This design comes from an exercise in tuning for small area, a short achievable clock period and few clock cycles per item on the open sky130 flow, not from production work. Where RTL was checked, it was by simulation tests only, not by an equivalence proof against the original.

==> branch sierra <==
==> flow/design.v <==
`timescale 1ns / 1ps
module decimal_to_bcd #(
    parameter INPUT_WIDTH = 14,
    parameter DECIMAL_DIGITS = 4
)(
    input wire clk_i,
    input wire rst_i,
    input wire start_i,
    input wire [INPUT_WIDTH-1 : 0] binary_i,
    output reg [DECIMAL_DIGITS*4-1 : 0] bcd_o,
    output reg done_o
);
function [3:0] add3;
    input [3:0] d;
    begin
        add3[3] = d[3] | (d[2] & (d[1] | d[0]));
        add3[2] = (d[3] & d[0]) | (d[2] & ~d[1] & ~d[0]);
        add3[1] = (d[1] & (~d[2] | d[0])) | (d[3] & ~d[0]);
        add3[0] = (~d[3] & ~d[2] & d[0]) | (d[2] & d[1] & ~d[0]) | (d[3] & ~d[0]);
    end
endfunction
function [19:0] front;
    input [13:0] b;
    reg [29:0] sr;
    integer i, d;
    begin
        sr = {16'd0, b};
        for (i = 0; i < 10; i = i + 1) begin
            for (d = 0; d < 4; d = d + 1)
                sr[14 + d*4 +: 4] = add3(sr[14 + d*4 +: 4]);
            sr = sr << 1;
        end
        front = sr[29:10];
    end
endfunction
function [15:0] back;
    input [19:0] s;
    reg [29:0] sr;
    integer i, d;
    begin
        sr = {s, 10'd0};
        for (i = 10; i < 14; i = i + 1) begin
            for (d = 0; d < 4; d = d + 1)
                sr[14 + d*4 +: 4] = add3(sr[14 + d*4 +: 4]);
            sr = sr << 1;
        end
        back = sr[29:14];
    end
endfunction
wire [19:0] front_w = front(binary_i);
reg  [16:0] mid;
always @(posedge clk_i) begin
    mid <= front_w[16:0];
end
always @(posedge clk_i or posedge rst_i) begin
    if (rst_i) done_o <= 1'b0;
    else       done_o <= start_i;
end
always @(*) begin
    bcd_o = back({{(20-17){1'b0}}, mid});
end
endmodule
==> flow/flow/run.sh <==
#!/bin/bash
# Own layout flow: the standard layout (standard.sh) with
#  - synthesis run through ORFS's own synth script, but with the ABC area
#    script replaced by flow/abc_area.script (combinational mapping only;
#    registers and their names are the standard synthesis's),
#  - the port buffers made from a fast small buffer instead of the default,
set -euo pipefail
W=$(pwd)
BUF=${BUF:-sky130_fd_sc_hd__buf_2}
MARGIN=${MARGIN:-0}
CTS="-sink_clustering_enable -repair_clock_nets -dont_use_dummy_load -sink_clustering_size 30 -sink_clustering_max_diameter 200"
rm -rf "$W/scripts_mod"
cp -r "$FLOW_HOME/scripts" "$W/scripts_mod"
cp "$W/flow/abc_area.script" "$W/scripts_mod/abc_area.script"
bash standard.sh SCRIPTS_DIR="$W/scripts_mod" ABC_AREA=1 synth > "$W/synth.log" 2>&1
bash standard.sh "BUFFER_PORTS_ARGS=-buffer_cell $BUF" "CTS_ARGS=$CTS" SETUP_SLACK_MARGIN=$MARGIN finish > "$W/layout.log" 2>&1
==> flow/flow/abc_area.script <==
strash
balance -l
resub -K 6 -l
rewrite -l
resub -K 6 -N 2 -l
refactor -l
resub -K 8 -l
balance -l
resub -K 8 -N 2 -l
rewrite -l
resub -K 10 -l
rewrite -z -l
resub -K 10 -N 2 -l
balance -l
resub -K 12 -l
refactor -z -l
resub -K 12 -N 2 -l
rewrite -z -l
balance -l
dch -f
map -B 0.9
topo
buffer -c
upsize -c
dnsize -c
==> flow/standard.sh <==
#!/bin/bash
# synth_recipe.tcl (not shown) runs the flow's synth.tcl, then flattens the netlist and writes it again
# the make line also repeats each setting of config.mk as NAME=value (left out here)
make -C /OpenROAD-flow-scripts/flow DESIGN_CONFIG=/design/flow/config.mk WORK_HOME=/design/flow/orfs CLKGATE_MAP_FILE= SYNTH_SCRIPT=/design/flow/synth_recipe.tcl "${@:-finish}"
==> flow/config.mk <==
export PLATFORM = sky130hd
export DESIGN_NAME = decimal_to_bcd
export DESIGN_NICKNAME = decimal_to_bcd
export VERILOG_FILES = /design/flow/design.v
export SDC_FILE = /design/flow/constraint.sdc
export NUM_CORES = 4
export LEC_CHECK = 0
export ABC_AREA = 1
export CAP_MARGIN = 20
export CORE_MARGIN = 2
export CORE_UTILIZATION = 40
export SLEW_MARGIN = 20
==> flow/constraint.sdc <==
create_clock -name core_clock -period 10.0 [get_ports {clk_i}]
set_input_delay 2.0000 -clock core_clock [delete_from_list [all_inputs] [get_ports {clk_i}]]
set_output_delay 2.0000 -clock core_clock [all_outputs]
set_load 0.01 [all_outputs]
==> branch yarrow: changes against branch sierra <==
==> flow/design.v, changed modules only <==
module decimal_to_bcd #(
    parameter INPUT_WIDTH = 14,
    parameter DECIMAL_DIGITS = 4
)(
    input wire clk_i,
    input wire rst_i,
    input wire start_i,
    input wire [INPUT_WIDTH-1 : 0] binary_i,
    output reg [DECIMAL_DIGITS*4-1 : 0] bcd_o,
    output reg done_o
);
function [3:0] dstep;
    input [2:0] q;
    input c;
    begin
        dstep[3] = (c & q[1]) | (q[0] & q[1]);
        dstep[2] = (q[0] & ~q[1]) | (~c & q[0] & ~q[2]) | (c & q[0] & q[2]);
        dstep[1] = (~c & ~q[0] & q[2]) | (c & q[0]) | (q[0] & ~q[2]);
        dstep[0] = (~c & q[1]) | (c & ~q[2]);
    end
endfunction
function [3:0] tobcd;
    input [2:0] q;
    input c;
    begin
        tobcd[3] = (q[1] & ~q[2]);
        tobcd[2] = q[2];
        tobcd[1] = (q[0] & ~q[1]) | (q[0] & q[2]);
        tobcd[0] = c;
    end
endfunction
function [15:0] front;
    input [13:0] b;
    reg [11:0] q;
    reg [3:0] h, c, t;
    integer i, j;
    begin
        q = 12'd0;
        h = 4'd0;
        for (i = 0; i < 9; i = i + 1) begin
            c = {h[2:0], b[13 - i]};
            for (j = 0; j < 4; j = j + 1) begin
                t = dstep(q[j*3 +: 3], c[j]);
                q[j*3 +: 3] = t[2:0];
                h[j] = t[3];
            end
        end
        c = {h[2:0], b[4]};
        for (j = 0; j < 4; j = j + 1)
            front[j*4 +: 4] = {q[j*3 +: 3], c[j]};
    end
endfunction
function [15:0] back;
    input [19:0] m;
    reg [11:0] q;
    reg [3:0] h, c, t;
    integer i, j;
    begin
        for (j = 0; j < 4; j = j + 1) begin
            t = dstep(m[4 + j*4 + 1 +: 3], m[4 + j*4]);
            q[j*3 +: 3] = t[2:0];
            h[j] = t[3];
        end
        for (i = 0; i < 3; i = i + 1) begin
            c = {h[2:0], m[3 - i]};
            for (j = 0; j < 4; j = j + 1) begin
                t = dstep(q[j*3 +: 3], c[j]);
                q[j*3 +: 3] = t[2:0];
                h[j] = t[3];
            end
        end
        c = {h[2:0], m[0]};
        for (j = 0; j < 4; j = j + 1)
            back[j*4 +: 4] = tobcd(q[j*3 +: 3], c[j]);
    end
endfunction
wire [15:0] front_w = front(binary_i);
reg  [16:0] mid;
always @(posedge clk_i) begin
    mid <= {front_w[12], front_w[11], front_w[10], front_w[9], front_w[8], front_w[7], front_w[6], front_w[5], front_w[4], front_w[3], front_w[2], front_w[1], front_w[0], binary_i[3:0]};
end
always @(posedge clk_i or posedge rst_i) begin
    if (rst_i) done_o <= 1'b0;
    else       done_o <= start_i;
end
wire [19:0] midx = {1'b0, 1'b0, 1'b0, mid[16], mid[15], mid[14], mid[13], mid[12], mid[11], mid[10], mid[9], mid[8], mid[7], mid[6], mid[5], mid[4], mid[3:0]};
always @(*) bcd_o = back(midx);
endmodule
==> flow/flow/run.sh (replaced) <==
#!/bin/bash
# Own layout flow: the standard layout (standard.sh), changed in three ways:
#  - synthesis is ORFS's own synth script (standard.sh synth) with ORFS's ABC
#    area script swapped for flow/abc_area.script; only the combinational
#    mapping changes, the registers and their names are the standard ones;
#  - the port buffers use the smallest buffer instead of the default cell;
#  - clock tree synthesis uses clkbuf_4 cells and no dummy load cell.
# Each make run writes its full output to a log file here (ORFS also keeps
# its per-step logs under orfs/logs).
set -euo pipefail
W=$(pwd)
BUF=sky130_fd_sc_hd__buf_1
CTS="-sink_clustering_enable -repair_clock_nets -dont_use_dummy_load -root_buf sky130_fd_sc_hd__clkbuf_4 -buf_list sky130_fd_sc_hd__clkbuf_4 -sink_clustering_size 30 -sink_clustering_max_diameter 500"
rm -rf "$W/scripts_mod"
cp -r "$FLOW_HOME/scripts" "$W/scripts_mod"
cp "$W/flow/abc_area.script" "$W/scripts_mod/abc_area.script"
bash standard.sh SCRIPTS_DIR="$W/scripts_mod" ABC_AREA=1 synth > "$W/synth.log" 2>&1
bash standard.sh "BUFFER_PORTS_ARGS=-buffer_cell $BUF" "CTS_ARGS=$CTS" finish > "$W/layout.log" 2>&1
==> flow/flow/abc_area.script (replaced) <==
strash
&get -n
&dch -f
&nf -R 1000
&put
topo
dnsize -c
==> branch xenon: changes against branch sierra <==
==> flow/flow/abc_area.script (replaced) <==
strash
dch
map -B 0.9
topo
buffer -c
upsize -c
dnsize -c
==> results.ini <==
[routing]
wl_met2_mm=1.075
wl_met1_mm=1.210
wl_per_cell_um=8.047

[finish]
final-clk-cell-share_pct=1.323
final_util_pct=46.87
fin_nets=271
fin_cells=300

[critical_path]
crit_type=reg -> out
crit_path_end=bcd_o[1]

[synth]
synth_top_area_share_pct=22.63
synth_most_common_cell=nor2_1

[global_route]
grt_usage_pct=12.27

[run_status]
status=finished clean

[timing]
tightest_slew_ns=0.5220

the above is filed under branch yarrow

==> results.ini <==
[run_status]
status=finished clean

[routing]
wl_met1_mm=1.616
wl_met2_mm=1.436
wl_per_cell_um=8.223

[power]
ir_worst_vdd_uv=80.06
p_seq_w=0.0000956
p_clk_w=0.0000464

[finish]
fin_nets=351
fin_cells=382
final-clk-cell-share_pct=2.129
final_util_pct=48.14

[synth]
synth_top_area_share_pct=20.28
synth_most_common_cell=nand2_1

[timing]
tightest_slew_ns=0.3960

[critical_path]
crit_type=in -> reg
crit_path_end=mid[6]

the above is filed under branch sierra

==> results.ini <==
[run_status]
status=finished clean

[synth]
synth_top_area_share_pct=17.25
synth_most_common_cell=nand2_1

[timing]
tightest_slew_ns=0.5102

[routing]
wl_per_cell_um=8.268
wl_met1_mm=1.998

[finish]
final-clk-cell-share_pct=1.830
fin_cells=482
final_util_pct=47.45
drive_gt1_share_pct=14.94
fin_nets=434

[global_route]
grt_usage_pct=14.74

[power]
p_clk_w=0.0000472

[critical_path]
crit_type=reg -> out
crit_path_end=bcd_o[9]

the above is filed under branch xenon

Testbench counts of branch sierra, summed over its fixed seeds: cycles 2,048, items 2,048.
Testbench counts of branch xenon, summed over its fixed seeds: cycles 2,048, items 2,048.
The RTL of branch yarrow was laid out without a check of its function.

[port drivers added, routing unchanged]
How much do the figures lean on ideal ports? The routed layouts below were timed once more, with nothing changed but the port constraints.
Step 1 (the two cells are an assumption about what drives the block):
set clk [get_ports {clk_i}]
set_driving_cell -lib_cell sky130_fd_sc_hd__clkbuf_16 $clk
set_driving_cell -lib_cell sky130_fd_sc_hd__buf_2 [delete_from_list [all_inputs] $clk]
Step 2 moves the port delays by t, midway between the first and last clock arrival at a register: inputs arrive t later, outputs are due t later. That takes back most of the time a late clock gives input paths.
Three values: no drivers, after step 1, after step 2; two values: the first two.
run | t (ns) | slack for setup (ns) | latest minus earliest clock arrival (ns)
branch sierra | 0.264 | 5.180 / 5.183 / 4.920 | 0.010 / 0.011
branch yarrow | 0.301 | 5.467 / 5.444 / 5.384 | 0.008 / 0.009
branch xenon | 0.271 | 5.532 / 5.506 / 5.777 | 0.009 / 0.008
After both steps every run listed still meets setup and hold. For branch sierra, which loses most, drivers alone change the setup slack by +0.003 ns; drivers and shift together by -0.260 ns.
